This design comes from an exercise in tuning for small area and a short achievable clock period on the open sky130 flow, not from production work.
In this exercise RTL edits were held to simulation tests only and were not proved equivalent to the original.
The flow treats the clock pin as an ideal source, which a real chip does not have.
Power and IR drop assume default switching activity.

Setup of run 1:
// mult_core_fast
module mult_core_fast (
    input                iclk        ,
    input                irst        ,
    input        [71:0]  idata       ,
    input        [71:0]  idata_kernel,
    input                icalc_en    ,
    output logic [7:0]   odata       ,
    output logic         odata_valid
);
Size in the first run: roughly 370 flip-flops.
export LEC_CHECK = 0
export CAP_MARGIN = 20
export CORE_MARGIN = 2
export CORE_UTILIZATION = 70
export CTS_CLUSTER_DIAMETER = 100
export CTS_CLUSTER_SIZE = 30
export SLEW_MARGIN = 20
export SYNTH_HIERARCHICAL = 1
create_clock -name core_clock -period 8.5 [get_ports {iclk}]
standard.sh (not shown) runs the stock make flow with config.mk's settings and CLKGATE_MAP_FILE= SYNTH_SCRIPT=/design/flow/synth_recipe.tcl, a recipe that flattens the netlist after the stock synthesis.
==> flow/flow/run.sh <==
#!/bin/bash
set -euo pipefail
export BUFFER_PORTS_ARGS="-buffer_cell sky130_fd_sc_hd__buf_1"
bash standard.sh cts > orfs_to_cts.log 2>&1
R=orfs/results/sky130hd/mult_core_fast/base
export SKEW_IN=$R/4_1_cts.odb
export SKEW_OUT=$R/4_1_cts.odb
export SKEW_CLASSES="rp_* sky130_fd_sc_hd__clkdlybuf4s50_1 sky130_fd_sc_hd__clkdlybuf4s50_1 sky130_fd_sc_hd__clkbuf_1 ; rt3_* sky130_fd_sc_hd__clkdlybuf4s50_1 ; rs_* sky130_fd_sc_hd__clkbuf_1"
openroad -no_splash -exit flow/skew.tcl > skew.log 2>&1
cp $R/4_1_cts.odb $R/4_cts.odb
HOLD_SLACK_MARGIN=0.1 SETUP_SLACK_MARGIN=5.65 bash standard.sh > orfs_finish.log 2>&1
Other scripts of this flow, unchanged in this note and not shown: flow/flow/skew.tcl
Run 1: PASS, flow complete, no timing, DRC or antenna violations
What run 2 does differently from run 1 at the input level:
diff --git a/flow/config.mk b/flow/config.mk
--- a/flow/config.mk
+++ b/flow/config.mk
@@ -10 +10 @@
-export CORE_UTILIZATION = 70
+export CORE_UTILIZATION = 80
The final report for run 2 shows a completed flow and a layout that fails verification, specifically negative hold slack.
Via count of the first global-routing pass delta for run 2 relative to run 1: 1279 higher
Taking run 1 as the reference, in run 2 final-layout fill cell count fell 1148, power went up about 6%, data required time at the worst endpoint now sits higher, routing usage on met1 climbed 6.4 points, largest fanout on the critical path shows an increase of 7.
Compared run 2 vs run 1, and met2 wire length is up in run 2.
On share of power burned in the clock network, the higher figure sits with run 1, not run 2.
Looking at clock latency at the later pin of the worst-skew pair, run 2 sits above run 1.
Beginning of the critical path = rin_91$_DFF_P_: run 2; beginning of the critical path = ro_2890$_DFF_P_: run 1
A library cell contributing the largest single delay on the critical path of sky130_fd_sc_hd__dfxtp_1 is what run 1 shows, while sky130_fd_sc_hd__fa_1 belongs to run 2.
Path type of the worst setup path = reg2out: run 1; path type of the worst setup path = reg2reg: run 2
Run 1 → run 2: wire length saw an increase, largest stage delay on the critical path saw an increase.
Here is what was changed in the inputs of run 3 compared with run 2.
diff --git a/flow/flow/run.sh b/flow/flow/run.sh
--- a/flow/flow/run.sh
+++ b/flow/flow/run.sh
@@ -11 +11 @@
-HOLD_SLACK_MARGIN=0.1 SETUP_SLACK_MARGIN=5.65 bash standard.sh > orfs_finish.log 2>&1
+HOLD_SLACK_MARGIN=0.05 SETUP_SLACK_MARGIN=5.65 bash standard.sh > orfs_finish.log 2>&1
diff --git a/flow/config.mk b/flow/config.mk
--- a/flow/config.mk
+++ b/flow/config.mk
@@ -10 +10 @@
-export CORE_UTILIZATION = 80
+export CORE_UTILIZATION = 65
Notes after the runs:
[run 3] flow finished | final checks: failed | reasons: negative hold slack. In the metrics for run 3 and run 2, the one carrying the lower worst setup slack is run 2. Against run 2, run 3 comes in 19 points lower on fraction of the core area covered by cells at the end of the flow. From run 2 to run 3 the numbers moved as follows: combined buffer and inverter count along the critical path rose by 1, share of total power in combinational logic went down, tightest hold margin rose 0.050 ns, global-route wire length before repair now smaller.

---

Setup of old:
mult_core_fast, a different RTL version from the one above (not shown whole).
For scale: roughly 2,300 cells after synthesis, ~25,000 sq um of cells after synthesis.
export LEC_CHECK = 0
export CAP_MARGIN = 20
export CORE_MARGIN = 2
export CORE_UTILIZATION = 65
export CTS_CLUSTER_DIAMETER = 100
export CTS_CLUSTER_SIZE = 30
export SLEW_MARGIN = 20
export SYNTH_HIERARCHICAL = 1
create_clock -name core_clock -period 8.5 [get_ports {iclk}]
==> flow/flow/run.sh <==
#!/bin/bash
set -euo pipefail
export BUFFER_PORTS_ARGS="-buffer_cell sky130_fd_sc_hd__buf_1"
bash standard.sh cts > orfs_to_cts.log 2>&1
R=orfs/results/sky130hd/mult_core_fast/base
export SKEW_IN=$R/4_1_cts.odb
export SKEW_OUT=$R/4_1_cts.odb
export SKEW_CLASSES="rp_* sky130_fd_sc_hd__clkdlybuf4s50_1 sky130_fd_sc_hd__clkdlybuf4s50_1 sky130_fd_sc_hd__clkbuf_1 ; rt3_* sky130_fd_sc_hd__clkdlybuf4s50_1 sky130_fd_sc_hd__clkdlybuf4s50_1 ; rs_* sky130_fd_sc_hd__clkdlybuf4s50_1"
openroad -no_splash -exit flow/skew.tcl > skew.log 2>&1
cp $R/4_1_cts.odb $R/4_cts.odb
HOLD_SLACK_MARGIN=0.1 SETUP_SLACK_MARGIN=5.65 bash standard.sh > orfs_finish.log 2>&1
Other scripts of this flow, unchanged in this note and not shown: flow/flow/skew.tcl
Looking at the reports, old completed the entire flow and the layout it produced met the timing, design-rule and antenna checks.
What new does differently from old at the input level:
diff --git a/flow/flow/run.sh b/flow/flow/run.sh
--- a/flow/flow/run.sh
+++ b/flow/flow/run.sh
@@ -9,3 +9,3 @@
 openroad -no_splash -exit flow/skew.tcl > skew.log 2>&1
 cp $R/4_1_cts.odb $R/4_cts.odb
-HOLD_SLACK_MARGIN=0.1 SETUP_SLACK_MARGIN=5.65 bash standard.sh > orfs_finish.log 2>&1
+HOLD_SLACK_MARGIN=0.1 SETUP_SLACK_MARGIN=5.5 bash standard.sh > orfs_finish.log 2>&1
==> comparison <==
Compared with old, new instantiates a smaller number of cells. Going from old to new, actual slew at the worst max-slew pin climbed 0.078 ns, fraction of area in clock buffers and inverters barely changed. Diff new..old | final-report max-slew violation count | negligible. Comparing old and new, net total in the final layout is higher on old. Sequential share of cell area: new vs old up 0.23 points.

---

RTL: one of the versions met above, not the one the previous note started from.
Size in the first run: about 2500 cells after synthesis, roughly 370 flip-flops, ~0.026 mm^2 of cells after synthesis.
## mult_core_fast
module mult_core_fast (
    input                iclk        ,
    input                irst        ,
    input        [71:0]  idata       ,
    input        [71:0]  idata_kernel,
    input                icalc_en    ,
    output logic [7:0]   odata       ,
    output logic         odata_valid
);
export LEC_CHECK = 0
export CAP_MARGIN = 20
export CORE_MARGIN = 2
export CORE_UTILIZATION = 75
export CTS_CLUSTER_DIAMETER = 100
export CTS_CLUSTER_SIZE = 30
export SLEW_MARGIN = 20
export SYNTH_HIERARCHICAL = 1
create_clock -name core_clock -period 8.5 [get_ports {iclk}]
==> flow/flow/run.sh <==
#!/bin/bash
set -euo pipefail
export BUFFER_PORTS_ARGS="-buffer_cell sky130_fd_sc_hd__buf_1"
bash standard.sh cts > orfs_to_cts.log 2>&1
R=orfs/results/sky130hd/mult_core_fast/base
export SKEW_IN=$R/4_1_cts.odb
export SKEW_OUT=$R/4_1_cts.odb
export SKEW_CLASSES="rp_* sky130_fd_sc_hd__clkdlybuf4s50_1 sky130_fd_sc_hd__clkdlybuf4s50_1 sky130_fd_sc_hd__clkbuf_1 ; rt3_* sky130_fd_sc_hd__clkdlybuf4s50_1 ; rs_* sky130_fd_sc_hd__clkbuf_1"
openroad -no_splash -exit flow/skew.tcl > skew.log 2>&1
cp $R/4_1_cts.odb $R/4_cts.odb
HOLD_SLACK_MARGIN=0.1 SETUP_SLACK_MARGIN=5.65 bash standard.sh > orfs_finish.log 2>&1
Other scripts of this flow, unchanged in this note and not shown: flow/flow/skew.tcl
Change:
==> flow/flow/run.sh (replaced) <==
#!/bin/bash
set -euo pipefail
export BUFFER_PORTS_ARGS="-buffer_cell sky130_fd_sc_hd__buf_1"
bash standard.sh cts > orfs_to_cts.log 2>&1
R=orfs/results/sky130hd/mult_core_fast/base
export SKEW_IN=$R/4_1_cts.odb
export SKEW_OUT=$R/4_1_cts.odb
export SKEW_CLASSES="rp_* sky130_fd_sc_hd__clkdlybuf4s50_1 sky130_fd_sc_hd__clkdlybuf4s50_1 sky130_fd_sc_hd__clkbuf_1 sky130_fd_sc_hd__clkbuf_1 ; rt3_* sky130_fd_sc_hd__clkdlybuf4s50_1 ; rs_* sky130_fd_sc_hd__clkbuf_1"
openroad -no_splash -exit flow/skew.tcl > skew.log 2>&1
cp $R/4_1_cts.odb $R/4_cts.odb
HOLD_SLACK_MARGIN=0.2 SETUP_SLACK_MARGIN=5.65 bash standard.sh > orfs_finish.log 2>&1
Settings changed: CORE_UTILIZATION 75 to 65.
After rerunning: Design area rises by a few percent; routed wire length falls by a few percent; total power rises slightly; clock skew rises by 0.087 ns; hold slack improved by 0.11 ns; flip-flop and latch count is unchanged; sequential share of layout area falls by 1.1 points.
Change:
--- a/flow/flow/run.sh
+++ b/flow/flow/run.sh
@@ -11 +11 @@
-HOLD_SLACK_MARGIN=0.2 SETUP_SLACK_MARGIN=5.65 bash standard.sh > orfs_finish.log 2>&1
+HOLD_SLACK_MARGIN=0.2 SETUP_SLACK_MARGIN=5.8 bash standard.sh > orfs_finish.log 2>&1
Result:
- The new run completed without violations
- worst setup slack gets better by 0.077 ns
- cell count climbs slightly
- utilization climbs by 1.2 points
- sequential cell count does not change
Change:
--- a/flow/flow/run.sh
+++ b/flow/flow/run.sh
@@ -11 +11 @@
-HOLD_SLACK_MARGIN=0.2 SETUP_SLACK_MARGIN=5.8 bash standard.sh > orfs_finish.log 2>&1
+HOLD_SLACK_MARGIN=0.1 SETUP_SLACK_MARGIN=5.8 bash standard.sh > orfs_finish.log 2>&1
Effect:
- The new run completed, yet does not pass: negative hold slack
- die area stays the same
- core utilization shrinks by 1.4 points
- total power shrinks by about 2.2%
- synthesized cell count does not change
- synthesized area is unchanged
- final area shrinks by 1.8%
- maximum frequency shrinks by about 1.4%

---

mult_core_fast, a different RTL version from the one above (not shown whole).
For scale: roughly 2300 cells after synthesis, ~320 flip-flops, about 160 I/O pins, roughly 0.024 sq mm of cells after synthesis.
==> flow/config.mk <==
export PLATFORM = sky130hd
export DESIGN_NAME = mult_core_fast
export DESIGN_NICKNAME = mult_core_fast
export VERILOG_FILES = /design/flow/design.v
export SDC_FILE = /design/flow/constraint.sdc
export NUM_CORES = 4
export LEC_CHECK = 0
export CAP_MARGIN = 20
export CORE_MARGIN = 2
export CORE_UTILIZATION = 65
export CTS_CLUSTER_DIAMETER = 100
export CTS_CLUSTER_SIZE = 40
export SLEW_MARGIN = 20
export SYNTH_HIERARCHICAL = 1
==> flow/constraint.sdc <==
create_clock -name core_clock -period 8.5 [get_ports {iclk}]
set_input_delay 1.7000 -clock core_clock [delete_from_list [all_inputs] [get_ports {iclk}]]
set_output_delay 1.7000 -clock core_clock [all_outputs]
set_load 0.01 [all_outputs]
==> flow/flow/run.sh <==
#!/bin/bash
# Standard layout, except that the port buffers are plain buf_1 cells instead of
# the default delay buffers. Each tool's output goes to its own log in this folder.
set -euo pipefail
export BUFFER_PORTS_ARGS="-buffer_cell sky130_fd_sc_hd__buf_1"
bash standard.sh > orfs_make.log 2>&1
Edit:
- CTS_CLUSTER_DIAMETER: 100 -> not set
- CTS_CLUSTER_SIZE: 40 -> not set
Effect: Design area grows by 3.1%. Worst hold slack loses 0.012 ns. Setup slack is better by 0.020 ns. Via count goes up by 1.2%. Combinational power is about the same. Total power came out higher by 8.9%. First-iteration DRC count drops by 13%.
Edit:
- CTS_CLUSTER_DIAMETER: not set -> 100
- CTS_CLUSTER_SIZE: not set -> 30
- SETUP_SLACK_MARGIN: not set -> 4.6
The changed run ran to the end with no violations.
Non-clock buffer count came out higher by 21.
Clock skew stays flat.
Via count came out lower slightly.
Final cell count came out lower slightly.
Combinational power came out higher by a few percent.
Fmax came out higher by a little under a tenth.
Worst setup slack improved by 0.30 ns.
Synthesized cell count does not change.
Hold slack improved by 0.011 ns.

---

Starting RTL as in the previous note.
export LEC_CHECK = 0
export CAP_MARGIN = 20
export CORE_MARGIN = 2
export CORE_UTILIZATION = 65
export CTS_CLUSTER_DIAMETER = 100
export CTS_CLUSTER_SIZE = 40
export SLEW_MARGIN = 20
export SYNTH_HIERARCHICAL = 1
create_clock -name core_clock -period 8.5 [get_ports {iclk}]
==> flow/flow/run.sh <==
#!/bin/bash
# Standard layout with two changes:
#  - the port buffers are plain buf_1 cells instead of the default delay buffers;
#  - after clock tree synthesis, flow/skew.tcl delays the clock of the two
#    internal register banks (rp_*: products, rs_*: adder-tree rows), whose
#    inputs and outputs are all other registers, to balance the three internal
#    register-to-register stages (useful skew). Registers next to ports
#    (rin_*, ro_*, valid_pipe) keep the tree's clock.
# Each tool's output goes to its own log in this folder.
set -euo pipefail
export BUFFER_PORTS_ARGS="-buffer_cell sky130_fd_sc_hd__buf_1"
bash standard.sh cts > orfs_to_cts.log 2>&1
R=orfs/results/sky130hd/mult_core_fast/base
export SKEW_IN=$R/4_1_cts.odb
export SKEW_OUT=$R/4_1_cts.odb
export SKEW_CLASSES="rp_* sky130_fd_sc_hd__clkdlybuf4s50_1 sky130_fd_sc_hd__clkbuf_1 ; rs_* sky130_fd_sc_hd__clkdlybuf4s50_1 sky130_fd_sc_hd__clkdlybuf4s50_1"
openroad -no_splash -exit flow/skew.tcl > skew.log 2>&1
cp $R/4_1_cts.odb $R/4_cts.odb
bash standard.sh > orfs_finish.log 2>&1
Other scripts of this flow, unchanged in this note and not shown: flow/flow/skew.tcl
The first run finished but failed the layout checks on negative hold slack.
Then changed:
--- a/flow/flow/run.sh
+++ b/flow/flow/run.sh
@@ -8,0 +9,2 @@
+# From global routing on, timing repair keeps a hold margin (and, where set
+# here, a setup margin) over the skewed clocks.
@@ -19 +21 @@
-bash standard.sh > orfs_finish.log 2>&1
+HOLD_SLACK_MARGIN=0.1 SETUP_SLACK_MARGIN=5.2 bash standard.sh > orfs_finish.log 2>&1
--- a/flow/config.mk
+++ b/flow/config.mk
@@ -12 +12 @@
-export CTS_CLUSTER_SIZE = 40
+export CTS_CLUSTER_SIZE = 30
What happened:
- The new run went through all stages and came out clean
- setup slack is better by 220 ps
- non-clock buffer count rose by 33
- via count rose slightly
- worst hold slack is better by 120 ps
- power rose slightly

---

## run A
mult_core_fast with an RTL version that a note above also has.
Size in the first run: ~2500 cells after synthesis, ~370 flip-flops, about 160 I/O pins, ~26000 um2 of cells after synthesis.
export LEC_CHECK = 0
export CAP_MARGIN = 20
export CORE_MARGIN = 2
export CORE_UTILIZATION = 72
export CTS_CLUSTER_DIAMETER = 100
export CTS_CLUSTER_SIZE = 25
export SLEW_MARGIN = 20
export SYNTH_HIERARCHICAL = 1
create_clock -name core_clock -period 8.5 [get_ports {iclk}]
==> flow/flow/run.sh <==
#!/bin/bash
set -euo pipefail
export BUFFER_PORTS_ARGS="-buffer_cell sky130_fd_sc_hd__buf_1"
bash standard.sh cts > orfs_to_cts.log 2>&1
R=orfs/results/sky130hd/mult_core_fast/base
export SKEW_IN=$R/4_1_cts.odb
export SKEW_OUT=$R/4_1_cts.odb
export SKEW_CLASSES="rp_* sky130_fd_sc_hd__clkdlybuf4s50_1 sky130_fd_sc_hd__clkdlybuf4s50_1 sky130_fd_sc_hd__clkbuf_1 ; rt3_* sky130_fd_sc_hd__clkdlybuf4s50_1 ; rs_* sky130_fd_sc_hd__clkbuf_1"
openroad -no_splash -exit flow/skew.tcl > skew.log 2>&1
cp $R/4_1_cts.odb $R/4_cts.odb
HOLD_SLACK_MARGIN=0.1 SETUP_SLACK_MARGIN=5.65 bash standard.sh > orfs_finish.log 2>&1
Other scripts of this flow, unchanged in this note and not shown: flow/flow/skew.tcl
For run B, these inputs were changed with respect to run A:
--- a/flow/config.mk
+++ b/flow/config.mk
@@ -10 +10 @@
-export CORE_UTILIZATION = 72
+export CORE_UTILIZATION = 65
@@ -12 +12 @@
-export CTS_CLUSTER_SIZE = 25
+export CTS_CLUSTER_SIZE = 30
### Flow results
The part of the cycle the worst path needs was comparable across run B and run A. Relative to run A, the die area measured on run B has increased by more than 10%. Signed area change from the synthesized netlist to the final layout for run B is lower than for run A. Total core area (run B vs. run A) increases by more than 10%. Cmp run B vs run A: final total power lower in run B.

[separate check: timing with driven ports]
In the flow no input, the clock included, has a driving cell. The finished layouts below were timed again as built, in two steps. Step 1: set_driving_cell puts a clkbuf_16 on iclk and a buf_2 on each other input, an assumption about the parent block. Step 2, shift: input delay + t, output delay - t, t = (earliest + latest rising clock arrival at the registers) / 2. This alone moves slack from input paths to output paths. Slacks: ideal ports / drivers / drivers and shift; pairs: ideal ports / drivers.
| run | t, ns | setup WS [ns] | hold WS [ns] | latest minus earliest clock arrival (ns) |
|---|---|---|---|---|
| run 1 | 1.210 | 5.743 / 5.687 / 5.774 | 0.036 / 0.036 / 0.036 | 1.341 / 1.341 |
| run 2 | 1.232 | 5.033 / 5.033 / 5.033 | -0.063 / -0.063 / -0.063 | 1.385 / 1.385 |
| run 3 | 1.192 | 5.715 / 5.656 / 5.723 | -0.013 / -0.013 / -0.013 | 1.294 / 1.294 |
| old | 1.187 | 5.523 / 5.523 / 5.523 | 0.023 / 0.023 / 0.023 | 1.299 / 1.299 |
| new | 1.168 | 5.462 / 5.462 / 5.462 | 0.019 / 0.019 / 0.019 | 1.266 / 1.266 |
| the first run of note 3 | 1.215 | 5.669 / 5.669 / 5.669 | 0.005 / 0.005 / 0.005 | 1.321 / 1.320 |
| the second run of note 3 | 1.255 | 5.710 / 5.651 / 5.720 | 0.115 / 0.115 / 0.115 | 1.414 / 1.414 |
| the third run of note 3 | 1.259 | 5.787 / 5.728 / 5.742 | 0.068 / 0.068 / 0.068 | 1.422 / 1.421 |
| the fourth run of note 3 | 1.276 | 5.748 / 5.731 / 5.727 | -0.051 / -0.051 / -0.051 | 1.457 / 1.457 |
| the first run of note 4 | 0.570 | 4.372 / 4.372 / 4.372 | 0.452 / 0.452 / 0.452 | 0.020 / 0.020 |
| the second run of note 4 | 0.591 | 4.392 / 4.392 / 4.392 | 0.441 / 0.441 / 0.441 | 0.020 / 0.020 |
| the third run of note 4 | 0.570 | 4.693 / 4.693 / 4.693 | 0.451 / 0.451 / 0.451 | 0.019 / 0.019 |
| the first run of note 5 | 1.112 | 5.063 / 5.063 / 5.063 | -0.012 / -0.012 / -0.012 | 1.167 / 1.168 |
| the second run of note 5 | 1.095 | 5.287 / 5.287 / 5.287 | 0.110 / 0.110 / 0.110 | 1.151 / 1.151 |
| run A | 1.197 | 5.713 / 5.692 / 5.713 | 0.049 / 0.049 / 0.049 | 1.313 / 1.312 |
| run B | 1.188 | 5.710 / 5.651 / 5.710 | 0.036 / 0.036 / 0.036 | 1.285 / 1.285 |
In 13 of these runs the clock reaches the registers at very different times; t lies between them, and the last value is a rough guide only. The setup slack of the third run of note 3, which loses most, moves by -0.059 ns with the drivers and by -0.045 ns with both steps.
